Source: an optimization exercise on an open RTL-to-GDS flow (aim: small area). Production flows keep margins and buffers that such runs may drop.
Only simulation tests tie the RTL to the original design; equivalence was not proved.
No activity file was given, so power comes from the tool's default toggle rates. The flow treats the clock pin as an ideal source, which a real chip does not have.

### design/flow/flow/run.sh
#!/bin/bash
# Layout flow: the standard layout (standard.sh), unchanged except that
# the clock tree is built without dummy loads and the ports are buffered with
# buf_2 cells, and the buffers of synthesis are removed before placement
# (repair then adds the ones the layout needs). The whole make output goes to standard.log here; each ORFS
# step also keeps its own log under orfs/logs/.
set -euo pipefail
CTS_ARGS="-sink_clustering_enable -repair_clock_nets -dont_use_dummy_load"
CTS_ARGS+=" -sink_clustering_size 18 -sink_clustering_max_diameter 50"
CTS_ARGS+=" -buf_list sky130_fd_sc_hd__clkbuf_8"
bash standard.sh "CTS_ARGS=$CTS_ARGS" \
  "BUFFER_PORTS_ARGS=-buffer_cell sky130_fd_sc_hd__buf_2" \
  REMOVE_ABC_BUFFERS=1 \
  finish > standard.log 2>&1
### design/flow/standard.sh
#!/bin/bash
# synth_recipe.tcl (not shown) runs the flow's synth.tcl, then flattens the netlist and writes it again
# the make line also repeats each setting of config.mk as NAME=value (left out here)
make -C /OpenROAD-flow-scripts/flow DESIGN_CONFIG=/design/flow/config.mk WORK_HOME=/design/flow/orfs CLKGATE_MAP_FILE= SYNTH_SCRIPT=/design/flow/synth_recipe.tcl "${@:-finish}"
### design/flow/config.mk
export PLATFORM = sky130hd
export DESIGN_NAME = sv_remapper_12k_top
export DESIGN_NICKNAME = sv_remapper_12k_top
export VERILOG_FILES = /design/flow/design.v
export SDC_FILE = /design/flow/constraint.sdc
export NUM_CORES = 4
export LEC_CHECK = 0
export CAP_MARGIN = 0
export CORE_MARGIN = 2
export CORE_UTILIZATION = 70
export CTS_BUF_LIST = sky130_fd_sc_hd__clkbuf_16
export CTS_CLUSTER_DIAMETER = 80
export CTS_CLUSTER_SIZE = 30
export GPL_TIMING_DRIVEN = 0
export SETUP_SLACK_MARGIN = 0.3
export SLEW_MARGIN = 0
export SYNTH_HIERARCHICAL = 1
### design/flow/constraint.sdc
create_clock -name core_clock -period 4.0 [get_ports {i_clk}]
set_input_delay 0.8000 -clock core_clock [delete_from_list [all_inputs] [get_ports {i_clk}]]
set_output_delay 0.8000 -clock core_clock [all_outputs]
set_load 0.01 [all_outputs]
### design/flow/design.v
`timescale 1ns / 1ps
module s_axis_remapper #(
  parameter DATA_WIDTH       = 8,
  parameter IMAGE_KERNEL_12K = 64
)(
  input  logic                  i_clk,
  input  logic                  i_aresetn,
  input  logic [DATA_WIDTH-1:0] i_axis_tdata,
  input  logic                  i_axis_tvalid,
  output logic [DATA_WIDTH-1:0] o_wr_data,      
  output logic                  o_wr_en,        
  output logic [5:0]            o_wr_idx_nx,    
  output logic                  o_kernel_done   
);
always_ff @( posedge i_clk )
  o_wr_data <= i_axis_tdata;
logic [5:0] wr_idx;
assign o_wr_idx_nx = wr_idx + o_wr_en;
always_ff @( posedge i_clk, negedge i_aresetn )
  begin
    if ( ~i_aresetn ) begin
      o_wr_en <= 1'b0;
      wr_idx  <= '0;
    end else begin
      o_wr_en <= i_axis_tvalid;
      wr_idx  <= o_wr_idx_nx;
    end
  end
assign o_kernel_done = o_wr_en & ( &wr_idx );
endmodule
`timescale 1ns / 1ps
module remapper_module #(
  parameter DATA_WIDTH       = 8,
  parameter IMAGE_KERNEL_12K = 64
)(
  input  logic                  i_clk,
  input  logic                  i_aresetn,
  input  logic [DATA_WIDTH-1:0] i_wr_data,
  input  logic                  i_wr_en,
  input  logic [5:0]            i_wr_idx_nx,    
  input  logic                  i_kernel_done,
  input  logic [5:0]            i_rd_idx_nx,    
  output logic [DATA_WIDTH-1:0] o_rd_data,
  output logic                  o_rd_frame_start,  
  output logic                  o_rd_line_end      
);
logic [8:0] kernel_cnt;
logic [1:0] kernel_mod3;
always_ff @( posedge i_clk, negedge i_aresetn )
  begin
    if ( ~i_aresetn ) begin
      kernel_cnt  <= '0;
      kernel_mod3 <= '0;
    end else if ( i_kernel_done ) begin
      kernel_cnt  <= kernel_cnt + 1'b1;
      kernel_mod3 <= ( kernel_mod3 == 2'd2 ) ? 2'd0 : kernel_mod3 + 1'b1;
    end
  end
assign o_rd_frame_start = ( kernel_cnt == 9'd1 );
assign o_rd_line_end    = ( kernel_cnt[1:0] == 2'd0 );
logic [5:0] wr_slot, rd_slot, wr_slot_nx, rd_slot_nx;
remapper_slot wr_slot_map (
  .i_idx_nx ( i_wr_idx_nx    ),
  .i_m3     ( kernel_mod3    ),
  .i_m      ( kernel_cnt[1:0] ),
  .i_done   ( i_kernel_done  ),
  .o_slot   ( wr_slot_nx     )
);
remapper_slot rd_slot_map (
  .i_idx_nx ( i_rd_idx_nx    ),
  .i_m3     ( kernel_mod3    ),
  .i_m      ( kernel_cnt[1:0] ),
  .i_done   ( i_kernel_done  ),
  .o_slot   ( rd_slot_nx     )
);
always_ff @( posedge i_clk )
  begin
    wr_slot <= wr_slot_nx;
    rd_slot <= rd_slot_nx;
  end
logic [7:0] wr_hi, wr_lo, rd_hi, rd_lo;
always_comb
  begin
    for ( int i = 0; i < 8; i++ ) begin
      wr_hi[i] = i_wr_en & ( wr_slot[5:3] == i );
      wr_lo[i] = ( wr_slot[2:0] == i );
      rd_hi[i] = ( rd_slot[5:3] == i );
      rd_lo[i] = ( rd_slot[2:0] == i );
    end
  end
logic [DATA_WIDTH-1:0] mem [0:IMAGE_KERNEL_12K-1];
always_ff @( posedge i_clk )
  for ( int s = 0; s < IMAGE_KERNEL_12K; s++ )
    if ( wr_hi[s/8] & wr_lo[s%8] ) mem[s] <= i_wr_data;
logic [IMAGE_KERNEL_12K-1:0] rd_sel;
always_comb
  for ( int s = 0; s < IMAGE_KERNEL_12K; s++ )
    rd_sel[s] = rd_hi[s/8] & rd_lo[s%8];
for ( genvar b = 0; b < DATA_WIDTH; b++ ) begin : g_rd_bit
  logic [IMAGE_KERNEL_12K-1:0] col;
  for ( genvar s = 0; s < IMAGE_KERNEL_12K; s++ ) begin : g_col
    assign col[s] = mem[s][b];
  end
  remapper_rd_bit rd_bit ( .i_data ( col ), .i_sel ( rd_sel ), .o_bit ( o_rd_data[b] ) );
end
endmodule
module remapper_rd_bit (
  input  logic [63:0] i_data,
  input  logic [63:0] i_sel,
  output logic        o_bit
);
logic [21:0] nterm;    
for ( genvar t = 0; t < 21; t++ ) begin : g_aoi
  remapper_aoi222 aoi (
    .i_a ( i_data[3*t+2:3*t] ),
    .i_b ( i_sel[3*t+2:3*t]  ),
    .o_y ( nterm[t]          )
  );
end
assign nterm[21] = ~( i_data[63] & i_sel[63] );
assign o_bit = ~&nterm;
endmodule
module remapper_aoi222 (
  input  logic [2:0] i_a,
  input  logic [2:0] i_b,
  output logic       o_y
);
assign o_y = ~|( i_a & i_b );
endmodule
module remapper_slot (
  input  logic [5:0] i_idx_nx,
  input  logic [1:0] i_m3,       
  input  logic [1:0] i_m,        
  input  logic       i_done,
  output logic [5:0] o_slot
);
logic [5:0] b, t, u_n;
logic       inv;
assign b    = { i_idx_nx[4], i_idx_nx[3], i_idx_nx[2], i_idx_nx[1], i_idx_nx[5], i_idx_nx[0] };
assign inv  = i_m[1] ^ ( i_done & i_m[0] );
for ( genvar j = 0; j < 6; j++ ) begin : g_bit
  remapper_mux4 rot_m3 (
    .i_d ( { b[j], b[(j+4)%6], b[(j+2)%6], b[j] } ),
    .i_s ( i_m3 ),
    .o_y ( t[j] )
  );
  remapper_mux2i rot_m0 (
    .i_d0 ( t[j]       ),
    .i_d1 ( t[(j+3)%6] ),
    .i_s  ( i_m[0]     ),
    .o_y  ( u_n[j]     )
  );
  remapper_xnor2 apply_inv (
    .i_a ( u_n[j]    ),
    .i_b ( inv       ),
    .o_y ( o_slot[j] )
  );
end
endmodule
module remapper_mux4 (
  input  logic [3:0] i_d,
  input  logic [1:0] i_s,
  output logic       o_y
);
assign o_y = i_d[i_s];
endmodule
module remapper_mux2i (
  input  logic i_d0,
  input  logic i_d1,
  input  logic i_s,
  output logic o_y
);
assign o_y = ~( i_s ? i_d1 : i_d0 );
endmodule
module remapper_xnor2 (
  input  logic i_a,
  input  logic i_b,
  output logic o_y
);
assign o_y = ~( i_a ^ i_b );
endmodule
`timescale 1ns / 1ps
module m_axis_remapper #(
  parameter DATA_WIDTH       = 8,
  parameter IMAGE_KERNEL_12K = 64
)(
  input  logic                  i_clk,
  input  logic                  i_aresetn,
  input  logic                  i_kernel_done,
  output logic [5:0]            o_rd_idx_nx,    
  input  logic [DATA_WIDTH-1:0] i_rd_data,
  input  logic                  i_rd_frame_start,
  input  logic                  i_rd_line_end,
  output logic [DATA_WIDTH-1:0] m_axis_tdata,
  output logic                  m_axis_tvalid,
  output logic                  m_axis_tuser,
  output logic                  m_axis_tlast
);
logic       rd_active;
logic [5:0] rd_idx;
assign o_rd_idx_nx = rd_idx + rd_active;
always_ff @( posedge i_clk, negedge i_aresetn )
  begin
    if ( ~i_aresetn ) begin
      rd_active     <= 1'b0;
      rd_idx        <= '0;
      m_axis_tvalid <= 1'b0;
      m_axis_tuser  <= 1'b0;
      m_axis_tlast  <= 1'b0;
    end else begin
      rd_active     <= i_kernel_done | ( rd_active & ~( &rd_idx ) );
      rd_idx        <= o_rd_idx_nx;
      m_axis_tvalid <= rd_active;
      m_axis_tuser  <= ( rd_idx == 6'd0 ) & i_rd_frame_start;
      m_axis_tlast  <= ( &rd_idx ) & i_rd_line_end;
    end
  end
always_ff @( posedge i_clk )
  m_axis_tdata <= i_rd_data;
endmodule
`timescale 1ns / 1ps
module sv_remapper_12k_top #(
  parameter DATA_WIDTH       = 8,
  parameter IMAGE_KERNEL_12K = 64,
  parameter IMG_WIDTH        = 256,
  parameter IMG_HEIGHT       = 128
)(
  input  logic                  i_clk,
  input  logic                  i_aresetn,
  input  logic [DATA_WIDTH-1:0] s_axis_tdata,
  input  logic                  s_axis_tvalid,
  input  logic                  s_axis_tuser,
  input  logic                  s_axis_tlast,
  output logic                  s_axis_tready,
  output logic [DATA_WIDTH-1:0] m_axis_tdata,
  output logic                  m_axis_tvalid,
  output logic                  m_axis_tuser,
  output logic                  m_axis_tlast
);
always_ff @( posedge i_clk, negedge i_aresetn )
  begin
    if ( ~i_aresetn ) s_axis_tready <= 1'b0;
    else              s_axis_tready <= 1'b1;
  end
logic [DATA_WIDTH-1:0] wr_data;
logic                  wr_en;
logic [5:0]            wr_idx_nx;
logic                  kernel_done;
logic [5:0]            rd_idx_nx;
logic [DATA_WIDTH-1:0] rd_data;
logic                  rd_frame_start;
logic                  rd_line_end;
s_axis_remapper #(
  .DATA_WIDTH       ( DATA_WIDTH       ),
  .IMAGE_KERNEL_12K ( IMAGE_KERNEL_12K )
) remapper_receiver (
  .i_clk         ( i_clk         ),
  .i_aresetn     ( i_aresetn     ),
  .i_axis_tdata  ( s_axis_tdata  ),
  .i_axis_tvalid ( s_axis_tvalid ),
  .o_wr_data     ( wr_data       ),
  .o_wr_en       ( wr_en         ),
  .o_wr_idx_nx   ( wr_idx_nx     ),
  .o_kernel_done ( kernel_done   )
);
remapper_module #(
  .DATA_WIDTH       ( DATA_WIDTH       ),
  .IMAGE_KERNEL_12K ( IMAGE_KERNEL_12K )
) remapper_proc (
  .i_clk            ( i_clk          ),
  .i_aresetn        ( i_aresetn      ),
  .i_wr_data        ( wr_data        ),
  .i_wr_en          ( wr_en          ),
  .i_wr_idx_nx      ( wr_idx_nx      ),
  .i_kernel_done    ( kernel_done    ),
  .i_rd_idx_nx      ( rd_idx_nx      ),
  .o_rd_data        ( rd_data        ),
  .o_rd_frame_start ( rd_frame_start ),
  .o_rd_line_end    ( rd_line_end    )
);
m_axis_remapper #(
  .DATA_WIDTH       ( DATA_WIDTH       ),
  .IMAGE_KERNEL_12K ( IMAGE_KERNEL_12K )
) remapper_transmitter (
  .i_clk            ( i_clk          ),
  .i_aresetn        ( i_aresetn      ),
  .i_kernel_done    ( kernel_done    ),
  .o_rd_idx_nx      ( rd_idx_nx      ),
  .i_rd_data        ( rd_data        ),
  .i_rd_frame_start ( rd_frame_start ),
  .i_rd_line_end    ( rd_line_end    ),
  .m_axis_tdata     ( m_axis_tdata   ),
  .m_axis_tvalid    ( m_axis_tvalid  ),
  .m_axis_tuser     ( m_axis_tuser   ),
  .m_axis_tlast     ( m_axis_tlast   )
);
endmodule
==> flow_metrics.env, run 1 <==
export IMPL_status="timing/DRC/antenna clean"
export IMPL_synth_commonest_cells="edfxtp_1, a222oi_1, nor2_1"
export IMPL_drc=0
export IMPL_synth_ff_type="edfxtp_1"
export IMPL_slew_viol_final=0
export IMPL_drv_cap=0
export IMPL_antenna_found_initial=0
export IMPL_ir_drop_v=0.000474
export IMPL_grt_total_usage_pct=29.1
export IMPL_r2r_start="remapper_proc.rd_slot[2]$_DFF_P_"
export IMPL_clock_latency_ns=0.59
export IMPL_skew_ns=0.0874
export IMPL_fin_ws_ns=0.298
export IMPL_yosysMostFrequentCell="edfxtp_1"
export IMPL_post_cts_buffers=0
export IMPL_fin_crit_sh_pct=92.6
export IMPL_cts_sinks=569
export IMPL_cts_resized=0
export IMPL_numPortBuffers=22
export IMPL_clk_pin_slew_ns=0.11
export IMPL_final_area_mm2=0.0218
export IMPL_layout_min_cycle_time_ns=3.70
export IMPL_synth_top_area_share_pct=74.4
export IMPL_synthCells=1098
export IMPL_cp_max_fo=8
export IMPL_drive_above_1_share_pct=9.76
export IMPL_area_delta_synth_final_pct=5.48
export IMPL_crit_type="register to register"
export IMPL_cts_tree="yes"
export IMPL_pin_count=25
export IMPL_yosys_area_top_type="edfxtp_1"
export IMPL_seqCellArea_mm2=0.0167
export IMPL_cts_root_buf="clkbuf_8"
export IMPL_arrival_ns=4.12
export IMPL_routed_via_density=7.30
export IMPL_postCtsHoldBufs=0
export IMPL_rows=62
export IMPL_routed_wl_um=43700
export IMPL_cts_buffer_depth=3
export IMPL_setup_tns_ns=0
export IMPL_synth_async_reset_ratio_pct=5.10
export IMPL_layout_cells_non_filler=1531
export IMPL_cp_required_ns=4.42
export IMPL_worstMarginPinSlew_ns=1.09
export IMPL_avgRoutedWirePerCell_um=28.6
export IMPL_die_w_um=176
export IMPL_reg2reg_slack_ns=0.30
export IMPL_grt_pass1_wl_um=65300
export IMPL_leakagePower_nw=6.78
export IMPL_nets=1169
export IMPL_htree_levels=2
export IMPL_worst_r2r_endpoint="remapper_transmitter.m_axis_tdata[2]$_DFF_P_"
export IMPL_cp_end_kind="register"
export IMPL_final_util_pct=75.6
export IMPL_hold_path_class="primary input to asynchronous set/reset pin"
export IMPL_dp_hpwl_um=28600
export IMPL_multi_input_area_mm2=0.00383
export IMPL_yosys_warnings=11
export IMPL_yosysUniqueCellTypes=36
export IMPL_grt_pass1_vias=10762
export IMPL_synth_area_top_cells="edfxtp_1, a222oi_1, dfrtp_1, dfxtp_1, nor2_1"
export IMPL_rsz0062_at_grt="false"
export IMPL_post_place_ws_ns=0.500
export IMPL_ant_nets=0
export IMPL_cellPowerDensity_mw_per_mm2=492
export IMPL_syn_area_mm2=0.0207
export IMPL_reg2regPathDepth=6
export IMPL_grt_overflow_total=0
export IMPL_initialDrtViolationCount=1965
export IMPL_via_count=11171
export IMPL_place_gp_congestion=0.812
export IMPL_cts_made_buffers=40
export IMPL_hold_viol_final=0
export IMPL_ys_seq_area_share_pct=80.6
export IMPL_drtPass1Iterations=9
export IMPL_finalSetupViolations=0
export IMPL_die_area_mm2=0.0309
export IMPL_synth_edf_count=512
export IMPL_core_area_mm2=0.0289
export IMPL_initial_core_util_pct=71.6
export IMPL_start_kind="register"
export IMPL_fmax_mhz=270
export IMPL_nFillCells=1648
export IMPL_ys_ff_latch=569
export IMPL_syn_area_per_cell_um2=18.8
export IMPL_dp_cells=1491
export IMPL_n_antenna_cell=0
export IMPL_die_h_um=176
export IMPL_relSlewSlack_pct=26.4
export IMPL_grt_max_degree=47
export IMPL_placed_cell_area_mm2=0.0213
-- worst max path at each step --
stage / start / end / cells after the start
after floorplan: remapper_receiver.o_wr_en$_DFF_PN0_ / remapper_proc.rd_slot[0]$_DFF_P_ / 5
final: remapper_proc.rd_slot[2]$_DFF_P_ / remapper_transmitter.m_axis_tdata[2]$_DFF_P_ / 6
after CTS: remapper_proc.rd_slot[2]$_DFF_P_ / remapper_transmitter.m_axis_tdata[2]$_DFF_P_ / 6
after global placement: remapper_proc.rd_slot[2]$_DFF_P_ / remapper_transmitter.m_axis_tdata[1]$_DFF_P_ / 6
after global routing: remapper_proc.rd_slot[2]$_DFF_P_ / remapper_transmitter.m_axis_tdata[2]$_DFF_P_ / 6
after detailed placement: remapper_proc.rd_slot[2]$_DFF_P_ / remapper_transmitter.m_axis_tdata[2]$_DFF_P_ / 6
-- per-module statistics from Yosys, one instance, submodules excluded, excerpt --
module               cells  copies in the design
remapper_aoi222          1                   168
remapper_slot            2                     2
remapper_rd_bit          9                     8
remapper_xnor2           1                    12
remapper_mux2i           1                    12
remapper_mux4            1                    12
sv_remapper_12k_top      2                     1
-- where the power goes --
group	leakage (nW)	internal, mW	switching [mW]
Clock	0.288	0.902	1.59
Combinational	1.26	0.391	0.825
Sequential	5.23	6.81	0.212
-- layout by cell type (no fill, tap or decap), types with 2 or more instances in the layout --
master | synthesis | layout
nor4_1 | 9 | 9
nand3_1 | 20 | 20
nor2b_1 | 2 | 2
a211oi_1 | 8 | 8
mux4_2 | 12 | 12
nand2_1 | 29 | 29
dfrtp_1 | 29 | 29
nor2_1 | 121 | 121
clkbuf_8 | 0 | 40
or3b_1 | 8 | 8
a222oi_1 | 168 | 168
dfxtp_1 | 28 | 20
buf_12 | 0 | 8
xor2_1 | 8 | 8
inv_1 | 3 | 3
xnor2_1 | 22 | 22
or3_1 | 2 | 2
mux2i_1 | 13 | 13
nand4_1 | 38 | 38
ha_1 | 7 | 7
nor2_2 | 16 | 16
nand3b_1 | 9 | 9
buf_2 | 8 | 22
dfxtp_2 | 0 | 8
edfxtp_1 | 512 | 512
-- flip-flops by register name, summed over array words and instances (netlist names), 6 cells and up --
signal,count
remapper_receiver.o_wr_data,8
remapper_transmitter.rd_idx,6
remapper_proc.kernel_cnt,9
remapper_proc.mem,512
remapper_receiver.wr_idx,6
remapper_proc.rd_slot,6
remapper_transmitter.m_axis_tdata,8
remapper_proc.wr_slot,6
-- cell type report --
type	instances	share of cell area, %
sequential	569	76.4
multi-input combinational	505	17.5
clock buffer	40	2.52
tap	384	2.20
timing repair buffer	30	1.24
inverter	3	0.0516
-- metal layers --
layer | up-vias | global-route usage (%) | routed length [um] | part of all wire (%)
li1 | 4798 | - | - | -
met1 | 5661 | 42.5 | 17000 | 39
met2 | 604 | 45.8 | 21000 | 48
met3 | 108 | 4.31 | 3910 | 9.0
met4 | 0 | 11.2 | 1740 | 4.0
met5 | - | 0 | 0 | 0
-- metrics by stage --
stage	total power, mW	hold WS (ns)
after global placement	8.32	0.405
after floorplan	7.83	0.381
after CTS	10.7	0.260
after detailed placement	8.36	0.405
after global routing	11.1	0.275
final	10.7	0.263
-- kinds of logic after synthesis --
logic type | share of synthesized area, %
other | 0.0181
flip-flops | 80.6
AND/OR/NAND/NOR | 6.29
XOR/XNOR | 1.27
AO/OA/AOI/OAI | 8.48
buffers and inverters | 0.938
multiplexers | 1.99
adder cells (fa/ha/maj) | 0.424
-- worst max-delay path, cell delays in order, from the launching register on --
cell and delay (ns):
dfxtp_1 0.44, nand3b_1 0.71, nor2_1 0.38, a222oi_1 0.65
nand4_1 0.30, nor4_1 0.91, nand2_1 0.17
==> run 2, diff against run 1 <==
--- a/design/flow/design.v
+++ b/design/flow/design.v
@@ -42,6 +42,6 @@
   input  logic [5:0]            i_rd_idx_nx,    
   output logic [DATA_WIDTH-1:0] o_rd_data,
-  output logic                  o_rd_frame_start,  
-  output logic                  o_rd_line_end      
+  output logic                  o_frame_start,     
+  output logic [1:0]            o_kernel_cnt       
 );
 logic [8:0] kernel_cnt;
@@ -57,6 +57,6 @@
     end
   end
-assign o_rd_frame_start = ( kernel_cnt == 9'd1 );
-assign o_rd_line_end    = ( kernel_cnt[1:0] == 2'd0 );
+assign o_frame_start = ( kernel_cnt == 9'd1 );
+assign o_kernel_cnt  = kernel_cnt[1:0];
 logic [5:0] wr_slot, rd_slot, wr_slot_nx, rd_slot_nx;
 remapper_slot wr_slot_map (
@@ -190,6 +190,6 @@
   output logic [5:0]            o_rd_idx_nx,    
   input  logic [DATA_WIDTH-1:0] i_rd_data,
-  input  logic                  i_rd_frame_start,
-  input  logic                  i_rd_line_end,
+  input  logic                  i_frame_start,    
+  input  logic [1:0]            i_kernel_cnt,     
   output logic [DATA_WIDTH-1:0] m_axis_tdata,
   output logic                  m_axis_tvalid,
@@ -206,14 +206,13 @@
       rd_idx        <= '0;
       m_axis_tvalid <= 1'b0;
-      m_axis_tuser  <= 1'b0;
-      m_axis_tlast  <= 1'b0;
     end else begin
       rd_active     <= i_kernel_done | ( rd_active & ~( &rd_idx ) );
       rd_idx        <= o_rd_idx_nx;
       m_axis_tvalid <= rd_active;
-      m_axis_tuser  <= ( rd_idx == 6'd0 ) & i_rd_frame_start;
-      m_axis_tlast  <= ( &rd_idx ) & i_rd_line_end;
-    end
-  end
+    end
+  end
+assign m_axis_tuser = m_axis_tvalid & ( rd_idx == 6'd1 ) & i_frame_start;
+assign m_axis_tlast = m_axis_tvalid & ( rd_idx == 6'd0 ) & ~i_kernel_cnt[1]
+                    & ( i_kernel_cnt[0] == rd_active );
 always_ff @( posedge i_clk )
   m_axis_tdata <= i_rd_data;
@@ -249,6 +248,6 @@
 logic [5:0]            rd_idx_nx;
 logic [DATA_WIDTH-1:0] rd_data;
-logic                  rd_frame_start;
-logic                  rd_line_end;
+logic                  frame_start;
+logic [1:0]            kernel_cnt;
 s_axis_remapper #(
   .DATA_WIDTH       ( DATA_WIDTH       ),
@@ -276,6 +275,6 @@
   .i_rd_idx_nx      ( rd_idx_nx      ),
   .o_rd_data        ( rd_data        ),
-  .o_rd_frame_start ( rd_frame_start ),
-  .o_rd_line_end    ( rd_line_end    )
+  .o_frame_start    ( frame_start    ),
+  .o_kernel_cnt     ( kernel_cnt     )
 );
 m_axis_remapper #(
@@ -288,6 +287,6 @@
   .o_rd_idx_nx      ( rd_idx_nx      ),
   .i_rd_data        ( rd_data        ),
-  .i_rd_frame_start ( rd_frame_start ),
-  .i_rd_line_end    ( rd_line_end    ),
+  .i_frame_start    ( frame_start    ),
+  .i_kernel_cnt     ( kernel_cnt     ),
   .m_axis_tdata     ( m_axis_tdata   ),
   .m_axis_tvalid    ( m_axis_tvalid  ),
--- a/design/flow/flow/run.sh
+++ b/design/flow/flow/run.sh
@@ -7,6 +7,6 @@
 set -euo pipefail
 CTS_ARGS="-sink_clustering_enable -repair_clock_nets -dont_use_dummy_load"
-CTS_ARGS+=" -sink_clustering_size 18 -sink_clustering_max_diameter 50"
-CTS_ARGS+=" -buf_list sky130_fd_sc_hd__clkbuf_8"
+CTS_ARGS+=" -sink_clustering_size 30 -sink_clustering_max_diameter 80"
+CTS_ARGS+=" -buf_list sky130_fd_sc_hd__clkbuf_16"
 bash standard.sh "CTS_ARGS=$CTS_ARGS" \
   "BUFFER_PORTS_ARGS=-buffer_cell sky130_fd_sc_hd__buf_2" \
--- a/design/flow/config.mk
+++ b/design/flow/config.mk
@@ -8,5 +8,5 @@
 export CAP_MARGIN = 0
 export CORE_MARGIN = 2
-export CORE_UTILIZATION = 70
+export CORE_UTILIZATION = 80
 export CTS_BUF_LIST = sky130_fd_sc_hd__clkbuf_16
 export CTS_CLUSTER_DIAMETER = 80
==> run 2 against run 1 <==
  * Die area decreased by 12%
  * Clock-buffer cell count decreased by 18
  * Still clean on timing, DRC and antenna
  * Non-clock buffer count unchanged
  * Critical path type unchanged
  * Via count is 9.3% higher
  * Worst hold slack lost 0.0078 ns
  * Total power is 7.7% higher
  * Critical endpoint is now remapper_transmitter.m_axis_tdata[7]$_DFF_P_
==> flow_metrics.env, run 2 <==
export IMPL_clk_pin_slew_ns=0.11
export IMPL_reg2reg_slack_ns=0.27
export IMPL_place_gp_congestion=0.811
export IMPL_hold_path_class="primary input to asynchronous set/reset pin"
export IMPL_yosysMostFrequentCell="edfxtp_1"
export IMPL_rows=58
export IMPL_critical_path_cell_chain="nand3b_1 -> nor2_1 -> a222oi_1 -> nand4_1 -> nor4_1 -> nand2_1"
export IMPL_grt_overflow_total=0
export IMPL_skew_ns=0.0633
export IMPL_initial_core_util_pct=81.7
export IMPL_cts_root_buf="clkbuf_16"
export IMPL_clock_latency_ns=0.58
export IMPL_n_antenna_cell=0
export IMPL_synth_async_reset_ratio_pct=4.76
export IMPL_crit_type="register to register"
export IMPL_synth_area_top_cells="edfxtp_1, a222oi_1, dfrtp_1, dfxtp_1, nor2_1"
export IMPL_area_delta_synth_final_pct=5.10
export IMPL_grt_max_degree=53
export IMPL_drc=0
export IMPL_nFillCells=1016
export IMPL_die_h_um=165
export IMPL_synthCells=1098
export IMPL_via_count=12209
export IMPL_synth_edf_count=512
export IMPL_cp_max_fo=8
export IMPL_ir_drop_v=0.000505
export IMPL_yosys_warnings=11
export IMPL_cts_made_buffers=22
export IMPL_drv_cap=0
export IMPL_cts_sinks=567
export IMPL_numPortBuffers=22
export IMPL_cp_end_kind="register"
export IMPL_grt_pass1_vias=11639
export IMPL_leakagePower_nw=6.72
export IMPL_cp_required_ns=4.38
export IMPL_synth_top_area_share_pct=74.5
export IMPL_crit_family="simple AND/OR/NAND/NOR gates"
export IMPL_multi_input_area_mm2=0.00383
export IMPL_initialDrtViolationCount=3124
export IMPL_seqCellArea_mm2=0.0166
export IMPL_worst_r2r_endpoint="remapper_transmitter.m_axis_tdata[7]$_DFF_P_"
export IMPL_post_cts_buffers=0
export IMPL_setup_tns_ns=0
export IMPL_reg2regPathDepth=6
export IMPL_relSlewSlack_pct=38.7
export IMPL_pin_count=25
export IMPL_synth_ff_type="edfxtp_1"
export IMPL_cts_resized=0
export IMPL_placed_cell_area_mm2=0.0211
export IMPL_fmax_mhz=268
export IMPL_routed_via_density=8.38
export IMPL_finalSetupViolations=0
export IMPL_arrival_ns=4.11
export IMPL_yosys_area_top_type="edfxtp_1"
export IMPL_synth_commonest_cells="edfxtp_1, a222oi_1, nor2_1"
export IMPL_die_w_um=165
export IMPL_layout_min_cycle_time_ns=3.73
export IMPL_cpPeakStageDelay_ns=0.78
export IMPL_syn_area_per_cell_um2=18.8
export IMPL_cp_depth=6
export IMPL_syn_area_mm2=0.0206
export IMPL_ys_seq_area_share_pct=80.5
export IMPL_top_register="remapper_proc.mem"
export IMPL_dp_hpwl_um=30300
export IMPL_rsz0062_at_grt="false"
export IMPL_cts_buffer_depth=3
export IMPL_core_area_mm2=0.0253
export IMPL_cellPowerDensity_mw_per_mm2=532
export IMPL_fin_crit_sh_pct=93.2
export IMPL_cpMaxStageDelayCell="nor4_1"
export IMPL_ant_nets=0
export IMPL_hold_ws_ns=0.255
export IMPL_largest_register_ffs=512
export IMPL_slew_viol_final=0
export IMPL_top_regs="remapper_proc.mem x512, remapper_proc.kernel_cnt x9"
export IMPL_postCtsHoldBufs=0
export IMPL_drive_above_1_share_pct=8.25
export IMPL_nets=1148
export IMPL_die_area_mm2=0.0271
export IMPL_cts_tree="yes"
export IMPL_antenna_found_initial=0
export IMPL_final_common_cell="edfxtp_1"
export IMPL_yosysUniqueCellTypes=35
export IMPL_hold_viol_final=0
export IMPL_htree_levels=1
export IMPL_avgRoutedWirePerCell_um=35.6
export IMPL_post_place_ws_ns=0.658
export IMPL_crit_start="remapper_proc.rd_slot[2]$_DFF_P_"
export IMPL_grt_total_usage_pct=39.6
export IMPL_start_kind="register"
export IMPL_ys_ff_latch=567
export IMPL_final_area_mm2=0.0217
export IMPL_grt_pass1_wl_um=76100
export IMPL_final_cell_mix="edfxtp_1, a222oi_1, nor2_1"
export IMPL_drtPass1Iterations=14
export IMPL_worst_path_buf_inv=0
export IMPL_worstMarginPinSlew_ns=0.920
export IMPL_fin_ws_ns=0.274
export IMPL_r2r_start="remapper_proc.rd_slot[2]$_DFF_P_"
export IMPL_status="timing/DRC/antenna clean"
export IMPL_routed_wl_um=51900
run 2: cell count changes after synthesis, moves of 2 or more:
cell     change
and4_1       +2
nand3_1      +2
dfrtp_1      -2
xnor2_1      +2
inv_1        -2
run 2: cells by family after synthesis:
| kind of cell | share of synthesized area (%) |
|---|---|
| compound gates | 8.50 |
| fa+ha+maj | 0.364 |
| simple gates | 6.37 |
| xor+xnor | 1.32 |
| other cells | 0.0182 |
| flops | 80.5 |
| mux | 1.99 |
| buf+inv | 0.964 |
run 2: how the worst max path moves through the flow:
stage	end	slack [ns]
after floorplan	remapper_proc.rd_slot[0]$_DFF_P_	1.76
after global placement	remapper_transmitter.m_axis_tdata[0]$_DFF_P_	0.74
after detailed placement	remapper_transmitter.m_axis_tdata[7]$_DFF_P_	0.66
after CTS	remapper_transmitter.m_axis_tdata[7]$_DFF_P_	0.65
after global routing	remapper_transmitter.m_axis_tdata[2]$_DFF_P_	0.40
final	remapper_transmitter.m_axis_tdata[7]$_DFF_P_	0.27
run 2: metal layers:
metal	track usage, %	wire length, um	share of wire, %	vias up
met1	53.8	16500	32	5896
met5	0	0	0	-
met2	62.9	24800	48	1311
met4	17.2	3050	5.9	0
met3	9.59	7550	15	240
li1	-	-	-	4762
run 2: area by class of cell:
cell class	instances	area share, %
flip-flops and latches	567	76.6
multi-input cells	507	17.7
clock buffers	22	2.54
well taps	330	1.90
repair buffers	30	1.25
inverters	1	0.0173
run 2: metrics by stage:
stage                     std cells  util [%]  total power [mW]
after CTS                      1457      85.9              11.4
after floorplan                1075         -              8.18
final                          1457      85.9              11.5
after global placement         1427      83.0              8.81
after detailed placement       1435      83.7              8.92
after global routing           1457      85.9              11.8
run 2: power breakdown:
| part | internal [mW] | leakage (nW) | switching (mW) | total [mW] |
|---|---|---|---|---|
| clock network | 0.997 | 0.271 | 1.63 | 2.63 |
| registers | 6.82 | 5.20 | 0.276 | 7.10 |
| logic | 0.554 | 1.25 | 1.27 | 1.82 |
| total | 8.37 | 6.72 | 3.18 | 11.5 |
run 2: Yosys stat by module, one instance, submodules excluded, excerpt:
module	cell area (um2)	copies in the design
remapper_mux2i	10.0	12
remapper_slot	12.5	2
remapper_mux4	22.5	12
sv_remapper_12k_top	28.8	1
remapper_rd_bit	51.3	8
remapper_aoi222	10.0	168
remapper_xnor2	8.76	12
run 2: worst reg2reg max path, stage by stage (launching register included):
cell,delay (ns)
dfxtp_1,0.46
nand3b_1,0.66
nor2_1,0.34
a222oi_1,0.67
nand4_1,0.38
nor4_1,0.78
nand2_1,0.29
==> run 3, diff against run 2 <==
--- a/design/flow/config.mk
+++ b/design/flow/config.mk
@@ -8,5 +8,5 @@
 export CAP_MARGIN = 0
 export CORE_MARGIN = 2
-export CORE_UTILIZATION = 80
+export CORE_UTILIZATION = 70
 export CTS_BUF_LIST = sky130_fd_sc_hd__clkbuf_16
 export CTS_CLUSTER_DIAMETER = 80
==> run 3 against run 2 <==
  * Sequential power is essentially flat
  * Critical path type unchanged
  * Still clean on timing, DRC and antenna
  * Largest power group unchanged
  * Fmax grew 0.71%
  * Setup slack better by 0.026 ns
==> flow_metrics.env, run 3 <==
export IMPL_status="timing/DRC/antenna clean"
export IMPL_leakagePower_nw=6.73
export IMPL_hold_ws_ns=0.233
export IMPL_p_seq_share_pct=61.8
export IMPL_synth_area_top_cells="edfxtp_1, a222oi_1, dfrtp_1, dfxtp_1, nor2_1"
export IMPL_worstMarginPinSlew_ns=1.00
export IMPL_hold_viol_final=0
export IMPL_yosys_area_top_type="edfxtp_1"
export IMPL_skew_ns=0.0433
export IMPL_post_place_ws_ns=0.621
export IMPL_yosysUniqueCellTypes=35
export IMPL_yosys_warnings=11
export IMPL_grt_pass1_wl_um=65700
export IMPL_clock_latency_ns=0.56
export IMPL_nets=1149
export IMPL_fin_crit_sh_pct=92.5
export IMPL_die_area_mm2=0.0309
export IMPL_ant_nets=0
export IMPL_cp_end_kind="register"
export IMPL_cp_required_ns=4.39
export IMPL_rsz0062_at_grt="false"
export IMPL_ir_drop_v=0.000383
export IMPL_internal_power_mw=8.41
export IMPL_cp_max_fo=8
export IMPL_wl_met3_um=4730
export IMPL_die_w_um=176
export IMPL_wl_met2_um=21200
export IMPL_met1_length_um=17200
export IMPL_grt_pass1_vias=10655
export IMPL_final_cell_mix="edfxtp_1, a222oi_1, nor2_1"
export IMPL_initial_core_util_pct=71.5
export IMPL_crit_family="simple AND/OR/NAND/NOR gates"
export IMPL_top_layer="met4"
export IMPL_routed_via_density=7.36
export IMPL_place_gp_congestion=0.821
export IMPL_p_sw_share_pct=26.6
export IMPL_worst_path_buf_inv=0
export IMPL_synth_ff_type="edfxtp_1"
export IMPL_cts_root_buf="clkbuf_16"
export IMPL_cts_made_buffers=23
export IMPL_antenna_found_initial=0
export IMPL_synth_top_area_share_pct=74.5
export IMPL_pin_count=25
export IMPL_dp_hpwl_um=28500
export IMPL_p_sw_mw=3.05
export IMPL_setup_tns_ns=0
export IMPL_final_common_cell="edfxtp_1"
export IMPL_arrival_ns=4.09
export IMPL_slew_viol_final=0
export IMPL_syn_area_per_cell_um2=18.8
export IMPL_fin_ws_ns=0.300
export IMPL_die_h_um=176
export IMPL_drtPass1Iterations=10
export IMPL_largest_register_ffs=512
export IMPL_cts_sinks=567
export IMPL_ys_ff_latch=567
export IMPL_crit_type="register to register"
export IMPL_numPortBuffers=22
export IMPL_n_antenna_cell=0
export IMPL_drv_cap=0
export IMPL_cpMaxStageDelayCell="nor4_1"
export IMPL_cts_tree="yes"
export IMPL_initialDrtViolationCount=2021
export IMPL_ys_seq_area_share_pct=80.5
export IMPL_cts_buffer_depth=3
export IMPL_area_delta_synth_final_pct=5.59
export IMPL_finalSetupViolations=0
export IMPL_postCtsHoldBufs=0
export IMPL_rows=62
export IMPL_cts_resized=0
export IMPL_top_regs="remapper_proc.mem x512, remapper_proc.kernel_cnt x9"
export IMPL_post_cts_buffers=0
export IMPL_grt_max_degree=53
export IMPL_placed_cell_area_mm2=0.0212
export IMPL_grt_total_usage_pct=29.2
export IMPL_drive_above_1_share_pct=8.33
export IMPL_final_area_mm2=0.0218
export IMPL_start_kind="register"
export IMPL_synth_commonest_cells="edfxtp_1, a222oi_1, nor2_1"
export IMPL_synth_edf_count=512
export IMPL_fmax_mhz=270
export IMPL_cpPeakStageDelay_ns=0.89
export IMPL_clk_pin_slew_ns=0.11
export IMPL_synthCells=1098
export IMPL_via_count=11122
export IMPL_yosysMostFrequentCell="edfxtp_1"
export IMPL_synth_async_reset_ratio_pct=4.76
export IMPL_cellPowerDensity_mw_per_mm2=526
export IMPL_routed_wl_um=44700
export IMPL_avgRoutedWirePerCell_um=29.5
export IMPL_p_comb_share_pct=15.3
export IMPL_layout_min_cycle_time_ns=3.70
export IMPL_syn_area_mm2=0.0206
export IMPL_htree_levels=1
export IMPL_hold_path_class="primary input to asynchronous set/reset pin"
export IMPL_critical_path_cell_chain="nand3b_1 -> nor2_1 -> a222oi_1 -> nand4_1 -> nor4_1 -> nand2_1"
export IMPL_pwr_share_clk_pct=22.9
export IMPL_core_area_mm2=0.0289
export IMPL_relSlewSlack_pct=32.7
export IMPL_drc=0
export IMPL_top_register="remapper_proc.mem"
export IMPL_p_total_mw=11.5
export IMPL_grt_overflow_total=0
[run 3: per-layer routing]
| metal | vias up | global-route usage, % |
|---|---|---|
| li1 | 4773 | - |
| met1 | 5576 | 43.8 |
| met2 | 685 | 46.0 |
| met3 | 88 | 4.00 |
| met4 | 0 | 9.33 |
| met5 | - | 0 |
[run 3: logic make-up after synthesis]
kind of cell	Yosys count	share of synthesized area [%]
adders and majority gates	6	0.364
DFF	567	80.5
and+or+nand+nor	265	6.37
other	1	0.0182
muxes	26	1.99
AOI/OAI and AO/OA	178	8.50
buffers and inverters	24	0.964
xor gates and xnor gates	31	1.32
[run 3: power groups by stage]
stage | logic [mW] | registers [mW] | clock network (mW)
floorplan | 1.00 | 7.18 | 0
finish | 1.76 | 7.08 | 2.62
global route | 1.86 | 7.12 | 2.83
CTS | 1.73 | 7.07 | 2.65
detailed placement | 1.72 | 7.20 | 0
global placement | 1.63 | 7.24 | 0
[run 3: worst register-to-register path: stages (launching register included)]
cell      delay (ns)
dfxtp_1         0.44
nand3b_1        0.69
nor2_1          0.38
a222oi_1        0.65
nand4_1         0.30
nor4_1          0.89
nand2_1         0.18
[run 3: area by class of cell]
class                   instances  area, um2
clock buffers                  23        576
inverters                       1       3.75
multi-input cells             507       3830
fillers                      1650       7060
repair buffers                 30        278
flip-flops and latches        567      16600
well taps                     384        480
[run 3: worst paths after layout]
| path | slack [ns] | start | endpoint | cells after the start |
|---|---|---|---|---|
| setup / recovery | 0.30 | remapper_proc.rd_slot[2]$_DFF_P_ | remapper_transmitter.m_axis_tdata[2]$_DFF_P_ | 6 |
| hold / removal | 0.23 | i_aresetn | remapper_receiver.wr_idx[3]$_DFF_PN0_ | 1 |
| min in group core_clock | 0.33 | s_axis_tdata[6] | remapper_receiver.o_wr_data[6]$_DFF_P_ | 1 |
| max in group asynchronous | 3.37 | i_aresetn | s_axis_tready$_DFF_PN0_ | 1 |
| setup reg to reg | 0.30 | remapper_proc.rd_slot[2]$_DFF_P_ | remapper_transmitter.m_axis_tdata[2]$_DFF_P_ | 6 |
| hold reg to reg | 0.47 | remapper_proc.kernel_cnt[8]$_DFFE_PN0P_ | remapper_proc.kernel_cnt[8]$_DFFE_PN0P_ | 1 |
[run 3: stage by stage]
| step | utilization [%] | instances |
|---|---|---|
| global route | 75.5 | 1512 |
| finish | 75.5 | 1512 |
| detailed placement | 73.5 | 1489 |
| floorplan | - | 1075 |
| global placement | 72.9 | 1481 |
| CTS | 75.5 | 1512 |
[run 3: modules after synthesis, one instance, submodules excluded, excerpt]
module               area, um2  cells  flip-flops and latches  copies in the design
remapper_mux4             22.5      1                       0                    12
remapper_xnor2            8.76      1                       0                    12
remapper_rd_bit           51.3      9                       0                     8
remapper_mux2i            10.0      1                       0                    12
sv_remapper_12k_top       28.8      2                       1                     1
remapper_slot             12.5      2                       0                     2
remapper_aoi222           10.0      1                       0                   168
==> run 4, diff against run 3 <==
--- a/design/flow/flow/run.sh
+++ b/design/flow/flow/run.sh
@@ -7,5 +7,5 @@
 set -euo pipefail
 CTS_ARGS="-sink_clustering_enable -repair_clock_nets -dont_use_dummy_load"
-CTS_ARGS+=" -sink_clustering_size 30 -sink_clustering_max_diameter 80"
+CTS_ARGS+=" -sink_clustering_size 34 -sink_clustering_max_diameter 80"
 CTS_ARGS+=" -buf_list sky130_fd_sc_hd__clkbuf_16"
 bash standard.sh "CTS_ARGS=$CTS_ARGS" \
--- a/design/flow/config.mk
+++ b/design/flow/config.mk
@@ -8,5 +8,5 @@
 export CAP_MARGIN = 0
 export CORE_MARGIN = 2
-export CORE_UTILIZATION = 70
+export CORE_UTILIZATION = 80
 export CTS_BUF_LIST = sky130_fd_sc_hd__clkbuf_16
 export CTS_CLUSTER_DIAMETER = 80
==> run 4 against run 3 <==
  * Register-to-register slack better by 0.05 ns
  * Combinational power is 3% higher
  * Sequential cell count stayed put
  * Critical path type unchanged
  * Critical path depth stayed put
  * Die area is 12% lower
  * Fmax is 1.4% higher
  * Setup slack better by 0.053 ns
  * Clock skew is 0.011 ns lower
  * First-iteration DRC count is 50% higher
  * Total power is 0.36% lower
  * Routed wire length is 13% higher
==> flow_metrics.env, run 4 <==
export IMPL_top_register="remapper_proc.mem"
export IMPL_synth_area_top_cells="edfxtp_1, a222oi_1, dfrtp_1, dfxtp_1, nor2_1"
export IMPL_reg2regPathDepth=6
export IMPL_start_kind="register"
export IMPL_cp_depth=6
export IMPL_crit_family="simple AND/OR/NAND/NOR gates"
export IMPL_crit_start="remapper_proc.rd_slot[2]$_DFF_P_"
export IMPL_ant_nets=0
export IMPL_final_common_cell="edfxtp_1"
export IMPL_critical_path_cell_chain="nand3b_1 -> nor2_1 -> a222oi_1 -> nand4_1 -> nor4_1 -> nand2_1"
export IMPL_grt_total_usage_pct=39.0
export IMPL_yosys_area_top_type="edfxtp_1"
export IMPL_cts_resized=0
export IMPL_yosysMostFrequentCell="edfxtp_1"
export IMPL_routed_wl_um=50600
export IMPL_cts_sinks=567
export IMPL_top_regs="remapper_proc.mem x512, remapper_proc.kernel_cnt x9"
export IMPL_status="timing/DRC/antenna clean"
export IMPL_grt_max_degree=53
export IMPL_avgRoutedWirePerCell_um=34.8
export IMPL_rows=58
export IMPL_cts_made_buffers=20
export IMPL_core_area_mm2=0.0253
export IMPL_ys_ff_latch=567
export IMPL_routed_via_density=8.32
export IMPL_cts_buffer_depth=3
export IMPL_antenna_found_initial=1
export IMPL_fmax_mhz=274
export IMPL_cp_end_kind="register"
export IMPL_arrival_ns=4.05
export IMPL_grt_pass1_wl_um=75000
export IMPL_postCtsHoldBufs=0
export IMPL_syn_area_per_cell_um2=18.8
export IMPL_initialDrtViolationCount=3029
export IMPL_grt_pass1_vias=11712
export IMPL_die_h_um=165
export IMPL_clk_pin_slew_ns=0.11
export IMPL_hold_viol_final=0
export IMPL_synth_edf_count=512
export IMPL_slew_viol_final=0
export IMPL_drc=0
export IMPL_die_area_mm2=0.0271
export IMPL_cp_required_ns=4.40
export IMPL_synth_top_area_share_pct=74.5
export IMPL_yosysUniqueCellTypes=35
export IMPL_dp_hpwl_um=30300
export IMPL_layout_min_cycle_time_ns=3.65
export IMPL_cts_tree="yes"
export IMPL_worstMarginPinSlew_ns=1.01
export IMPL_placed_cell_area_mm2=0.0211
export IMPL_fin_crit_sh_pct=91.2
export IMPL_cp_max_fo=8
export IMPL_drive_above_1_share_pct=8.09
export IMPL_synth_async_reset_ratio_pct=4.76
export IMPL_final_area_mm2=0.0216
export IMPL_finalSetupViolations=0
export IMPL_skew_ns=0.0319
export IMPL_drv_cap=0
export IMPL_synthCells=1098
export IMPL_hold_path_class="primary input to asynchronous set/reset pin"
export IMPL_cts_root_buf="clkbuf_16"
export IMPL_place_gp_congestion=0.811
export IMPL_synth_ff_type="edfxtp_1"
export IMPL_rsz0062_at_grt="false"
export IMPL_initial_core_util_pct=81.7
export IMPL_nets=1146
export IMPL_synth_commonest_cells="edfxtp_1, a222oi_1, nor2_1"
export IMPL_syn_area_mm2=0.0206
export IMPL_yosys_warnings=11
export IMPL_r2r_start="remapper_proc.rd_slot[2]$_DFF_P_"
export IMPL_ir_drop_v=0.000588
export IMPL_drtPass1Iterations=19
export IMPL_htree_levels=1
export IMPL_worst_path_buf_inv=0
export IMPL_post_cts_buffers=0
export IMPL_setup_tns_ns=0
export IMPL_relSlewSlack_pct=32.0
export IMPL_numPortBuffers=22
export IMPL_largest_register_ffs=512
export IMPL_cpPeakStageDelay_ns=0.90
export IMPL_leakagePower_nw=6.69
export IMPL_ys_seq_area_share_pct=80.5
export IMPL_final_cell_mix="edfxtp_1, a222oi_1, nor2_1"
export IMPL_cpMaxStageDelayCell="nor4_1"
export IMPL_die_w_um=165
export IMPL_cellPowerDensity_mw_per_mm2=528
export IMPL_via_count=12121
export IMPL_pin_count=25
export IMPL_area_delta_synth_final_pct=4.87
export IMPL_clock_latency_ns=0.55
export IMPL_crit_type="register to register"
export IMPL_grt_overflow_total=0
[run 4: cell counts after synthesis]
Identical to the previous run, type by type.
[run 4: worst register-to-register path, stage by stage (launching register included)]
cell and delay (ns):
dfxtp_1 0.46, nand3b_1 0.63, nor2_1 0.40, a222oi_1 0.64, nand4_1 0.31, nor4_1 0.90
nand2_1 0.16
[run 4: Yosys stat by module, one instance, submodules excluded, a selection]
module	area, um2	cells	copies in the design
sv_remapper_12k_top	28.8	2	1
remapper_aoi222	10.0	1	168
remapper_xnor2	8.76	1	12
remapper_slot	12.5	2	2
remapper_rd_bit	51.3	9	8
remapper_mux4	22.5	1	12
remapper_mux2i	10.0	1	12
[run 4: layer usage]
metal,GRT usage [%],vias up,wire [um]
li1,-,4764,-
met1,52.5,5781,16000
met2,60.9,1326,23800
met3,10.6,250,7770
met4,18.5,0,3140
met5,0,-,0
[run 4: cells by family (layout without fill, tap and decap cells)]
| kind of cell | count (synthesis) | count (layout) | share of synthesized area [%] |
|---|---|---|---|
| muxes | 26 | 26 | 1.99 |
| buffers and inverters | 24 | 51 | 0.964 |
| adders and majority gates | 6 | 6 | 0.364 |
| and+or+nand+nor | 265 | 265 | 6.37 |
| other | 1 | 2 | 0.0182 |
| xor gates and xnor gates | 31 | 31 | 1.32 |
| DFF | 567 | 567 | 80.5 |
| AOI/OAI and AO/OA | 178 | 178 | 8.50 |
[run 4: path summary, 6_finish.rpt]
path | endpoint | slack, ns
setup / recovery | remapper_transmitter.m_axis_tdata[6]$_DFF_P_ | 0.35
hold / removal | remapper_transmitter.rd_idx[4]$_DFF_PN0_ | 0.23
setup reg to reg | remapper_transmitter.m_axis_tdata[6]$_DFF_P_ | 0.35
hold reg to reg | remapper_transmitter.m_axis_tvalid$_DFF_PN0_ | 0.48
max in group asynchronous | remapper_proc.kernel_mod3[0]$_DFFE_PN0P_ | 3.37
min in group core_clock | remapper_receiver.o_wr_data[0]$_DFF_P_ | 0.33
[run 4: per-stage QoR]
stage          hold slack [ns]  cells  setup slack [ns]  total power [mW]  util (%)
6_report                 0.232   1456             0.353              11.4      85.7
5_1_grt                  0.292   1455             0.361              11.6      85.7
4_1_cts                  0.259   1455             0.604              11.3      85.7
3_5_place_dp             0.446   1435             0.658              8.92      83.7
3_3_place_gp             0.445   1427             0.736              8.81      83.0
2_1_floorplan            0.417   1075              1.76              8.18         -
[run 4: final cells by class]
cell class | count | area [um2]
Fill cell | 1026 | 3610
Clock buffer | 20 | 500
Timing Repair Buffer | 30 | 270
Tap cell | 330 | 413
Sequential cell | 567 | 16600
Multi-Input combinational cell | 507 | 3830
Inverter | 1 | 3.75
Antenna cell | 1 | 2.50
[run 4: power by group]
group / internal (mW) / switching, mW / total (mW)
Sequential: 6.82 / 0.275 / 7.10
Combinational: 0.554 / 1.26 / 1.81
Clock: 0.912 / 1.60 / 2.51
==> run 5, diff against run 4 <==
--- a/design/flow/config.mk
+++ b/design/flow/config.mk
@@ -8,5 +8,5 @@
 export CAP_MARGIN = 0
 export CORE_MARGIN = 2
-export CORE_UTILIZATION = 80
+export CORE_UTILIZATION = 70
 export CTS_BUF_LIST = sky130_fd_sc_hd__clkbuf_16
 export CTS_CLUSTER_DIAMETER = 80
==> run 5 against run 4 <==
  * Critical path depth unchanged
  * Total power fell by 1.1%
  * First-iteration DRC count is 26% lower
  * Worst hold slack better by 0.013 ns
  * Non-clock buffer count is the same
  * Setup slack improved by 0.084 ns
  * Register-to-register slack gained 0.08 ns
  * Core utilization fell by 10 points
  * Critical path type unchanged
  * Largest power group unchanged
  * Highest routed layer unchanged
==> flow_metrics.env, run 5 <==
export IMPL_dp_hpwl_um=28500
export IMPL_synth_simple_area_share_pct=6.37
export IMPL_final_common_cell="edfxtp_1"
export IMPL_fin_crit_sh_pct=89.1
export IMPL_critical_path_cell_chain="nand3b_1 -> nor2_1 -> a222oi_1 -> nand4_1 -> nor4_1 -> nand2_1"
export IMPL_cp_end_kind="register"
export IMPL_finalSetupViolations=0
export IMPL_postCtsHoldBufs=0
export IMPL_drc=0
export IMPL_cts_root_buf="clkbuf_16"
export IMPL_cpMaxStageDelayCell="nor4_1"
export IMPL_yosysUniqueCellTypes=35
export IMPL_synthCells=1098
export IMPL_start_kind="register"
export IMPL_routed_via_density=7.40
export IMPL_synthXorXnorAreaFrac_pct=1.32
export IMPL_dp_cells=1489
export IMPL_slew_viol_final=0
export IMPL_synth_area_top_cells="edfxtp_1, a222oi_1, dfrtp_1, dfxtp_1, nor2_1"
export IMPL_syn_area_per_cell_um2=18.8
export IMPL_clock_latency_ns=0.56
export IMPL_yosysMostFrequentCell="edfxtp_1"
export IMPL_pwr_share_clk_pct=21.9
export IMPL_grt_max_degree=53
export IMPL_final_cell_mix="edfxtp_1, a222oi_1, nor2_1"
export IMPL_hold_path_class="primary input to asynchronous set/reset pin"
export IMPL_yosys_warnings=11
export IMPL_ys_ff_latch=567
export IMPL_synth_mux_area_share_pct=1.99
export IMPL_worstMarginPinSlew_ns=0.917
export IMPL_status="timing/DRC/antenna clean"
export IMPL_pin_count=25
export IMPL_setup_tns_ns=0
export IMPL_yosys_area_top_type="edfxtp_1"
export IMPL_area_delta_synth_final_pct=5.23
export IMPL_hold_viol_final=0
export IMPL_clk_pin_slew_ns=0.12
export IMPL_synth_compound_area_share_pct=8.50
export IMPL_skew_ns=0.0241
export IMPL_p_sw_mw=3.01
export IMPL_drtPass1Iterations=11
export IMPL_avgRoutedWirePerCell_um=29.5
export IMPL_drv_cap=0
export IMPL_ys_seq_area_share_pct=80.5
export IMPL_synth_edf_count=512
export IMPL_hold_ws_ns=0.245
export IMPL_synth_top_area_share_pct=74.5
export IMPL_cts_buffer_depth=3
export IMPL_synth_fa_ha_area_share_pct=0.364
export IMPL_ir_drop_v=0.000416
export IMPL_cts_resized=0
export IMPL_grt_pass1_vias=10610
export IMPL_relSlewSlack_pct=38.9
export IMPL_place_gp_congestion=0.821
export IMPL_synth_top_family_by_area="compound AO/OA/AOI/OAI gates"
export IMPL_rows=62
export IMPL_p_total_mw=11.3
export IMPL_nets=1146
export IMPL_crit_type="register to register"
export IMPL_cp_required_ns=4.38
export IMPL_cts_made_buffers=20
export IMPL_cts_sinks=567
export IMPL_numPortBuffers=22
export IMPL_antenna_found_initial=0
export IMPL_synth_async_reset_ratio_pct=4.76
export IMPL_via_count=11174
export IMPL_post_cts_buffers=0
export IMPL_drive_above_1_share_pct=8.09
export IMPL_cp_max_fo=8
export IMPL_die_h_um=176
export IMPL_synth_ff_type="edfxtp_1"
export IMPL_ant_nets=0
export IMPL_grt_overflow_total=0
export IMPL_top_regs="remapper_proc.mem x512, remapper_proc.kernel_cnt x9"
export IMPL_routed_wl_um=44500
export IMPL_p_sw_share_pct=26.6
export IMPL_core_area_mm2=0.0289
export IMPL_initial_core_util_pct=71.5
export IMPL_p_seq_share_pct=62.6
export IMPL_crit_family="simple AND/OR/NAND/NOR gates"
export IMPL_leakagePower_nw=6.70
export IMPL_worst_path_buf_inv=0
export IMPL_die_w_um=176
export IMPL_top_register="remapper_proc.mem"
export IMPL_arrival_ns=3.95
export IMPL_syn_area_mm2=0.0206
export IMPL_cpPeakStageDelay_ns=0.81
export IMPL_cellPowerDensity_mw_per_mm2=520
export IMPL_largest_register_ffs=512
export IMPL_initialDrtViolationCount=2234
export IMPL_layout_min_cycle_time_ns=3.56
export IMPL_internal_power_mw=8.29
export IMPL_p_comb_share_pct=15.5
export IMPL_grt_pass1_wl_um=65600
export IMPL_synth_commonest_cells="edfxtp_1, a222oi_1, nor2_1"
export IMPL_grt_total_usage_pct=29.2
export IMPL_cts_tree="yes"
export IMPL_die_area_mm2=0.0309
export IMPL_n_antenna_cell=0
export IMPL_layout_cells_non_filler=1509
export IMPL_fmax_mhz=281
export IMPL_htree_levels=1
export IMPL_rsz0062_at_grt="false"
## run 5: cell counts after synthesis
Identical to the previous run, type by type.
## run 5: cell families after synthesis
family	count (synthesis)
adders and majority gates	6
muxes	26
and+or+nand+nor	265
other	1
xor gates and xnor gates	31
AOI/OAI and AO/OA	178
buffers and inverters	24
DFF	567
## run 5: area by class of cell
| type | count | area [um2] |
|---|---|---|
| Clock buffer | 20 | 500 |
| Fill cell | 1665 | 7140 |
| Inverter | 1 | 3.75 |
| Multi-Input combinational cell | 507 | 3830 |
| Sequential cell | 567 | 16600 |
| Tap cell | 384 | 480 |
| Timing Repair Buffer | 30 | 278 |
## run 5: stage by stage
stage / setup WS [ns] / area [um2] / util [%]
final: 0.437 / 21700 / 75.3
after CTS: 0.590 / 21700 / 75.2
after floorplan: 1.76 / 20400 / -
after global routing: 0.323 / 21700 / 75.3
after global placement: 0.694 / 21000 / 72.9
after detailed placement: 0.621 / 21200 / 73.5
## run 5: power by group through the flow
stage / combinational (mW) / sequential (mW) / clock, mW
after global placement: 1.63 / 7.24 / 0
after CTS: 1.73 / 7.07 / 2.48
after floorplan: 1.00 / 7.18 / 0
after detailed placement: 1.72 / 7.20 / 0
after global routing: 1.86 / 7.12 / 2.67
final: 1.75 / 7.07 / 2.48
## run 5: worst paths after layout
| path | cells past startpoint | to | slack, ns | start |
|---|---|---|---|---|
| worst max register to register | 6 | remapper_transmitter.m_axis_tdata[2]$_DFF_P_ | 0.44 | remapper_proc.rd_slot[2]$_DFF_P_ |
| min in group core_clock | 1 | remapper_receiver.o_wr_data[6]$_DFF_P_ | 0.34 | s_axis_tdata[6] |
| max in group asynchronous | 1 | remapper_proc.kernel_cnt[2]$_DFFE_PN0P_ | 3.36 | i_aresetn |
| worst min register to register | 1 | remapper_proc.kernel_cnt[8]$_DFFE_PN0P_ | 0.47 | remapper_proc.kernel_cnt[8]$_DFFE_PN0P_ |
| worst max-delay path | 6 | remapper_transmitter.m_axis_tdata[2]$_DFF_P_ | 0.44 | remapper_proc.rd_slot[2]$_DFF_P_ |
| worst min-delay path | 1 | remapper_receiver.o_wr_en$_DFF_PN0_ | 0.24 | i_aresetn |
## run 5: modules after synthesis (local to each module, per instance), a selection
module / cells / area (um2)
remapper_xnor2: 1 / 8.76
remapper_rd_bit: 9 / 51.3
remapper_mux4: 1 / 22.5
remapper_aoi222: 1 / 10.0
remapper_mux2i: 1 / 10.0
sv_remapper_12k_top: 2 / 28.8
remapper_slot: 2 / 12.5
## run 5: routing by layer
metal,vias up,track usage (%),wire length (um)
met3,80,4.61,4940
li1,4763,-,-
met1,5562,43.5,17100
met5,-,0,0
met4,0,8.64,1400
met2,769,46.1,21100

==> static timing again, ports no longer ideal <==
The results above use ideal ports. As a check the final layouts listed here were re-extracted and re-timed, cells and wires unchanged. Step 1 assumes that a clkbuf_16 drives the clock port and a buf_2 every other input. Step 2 moves the port delays by t, midway between the first and last clock arrival at a register: inputs arrive t later, outputs are due t later. That takes back most of the time a late clock gives input paths. Slacks: no drivers / after step 1 / after step 2; pairs: no drivers / after step 1.
run | t (ns) | slack for setup (ns) | hold slack, ns | worst setup path at the end | latest minus earliest clock arrival (ns)
run 1 | 0.595 | 0.298 / 0.298 / 0.298 | 0.263 / 0.237 / 0.433 | register to register | 0.088 / 0.087
run 2 | 0.603 | 0.274 / 0.274 / 0.274 | 0.255 / 0.224 / 0.476 | register to register | 0.065 / 0.065
run 3 | 0.593 | 0.300 / 0.300 / 0.300 | 0.233 / 0.202 / 0.473 | register to register | 0.048 / 0.048
run 4 | 0.597 | 0.353 / 0.353 / 0.353 | 0.232 / 0.201 / 0.476 | register to register | 0.041 / 0.042
run 5 | 0.597 | 0.437 / 0.437 / 0.437 | 0.245 / 0.214 / 0.474 | register to register | 0.028 / 0.028
After both steps setup and hold are still met in every run listed.
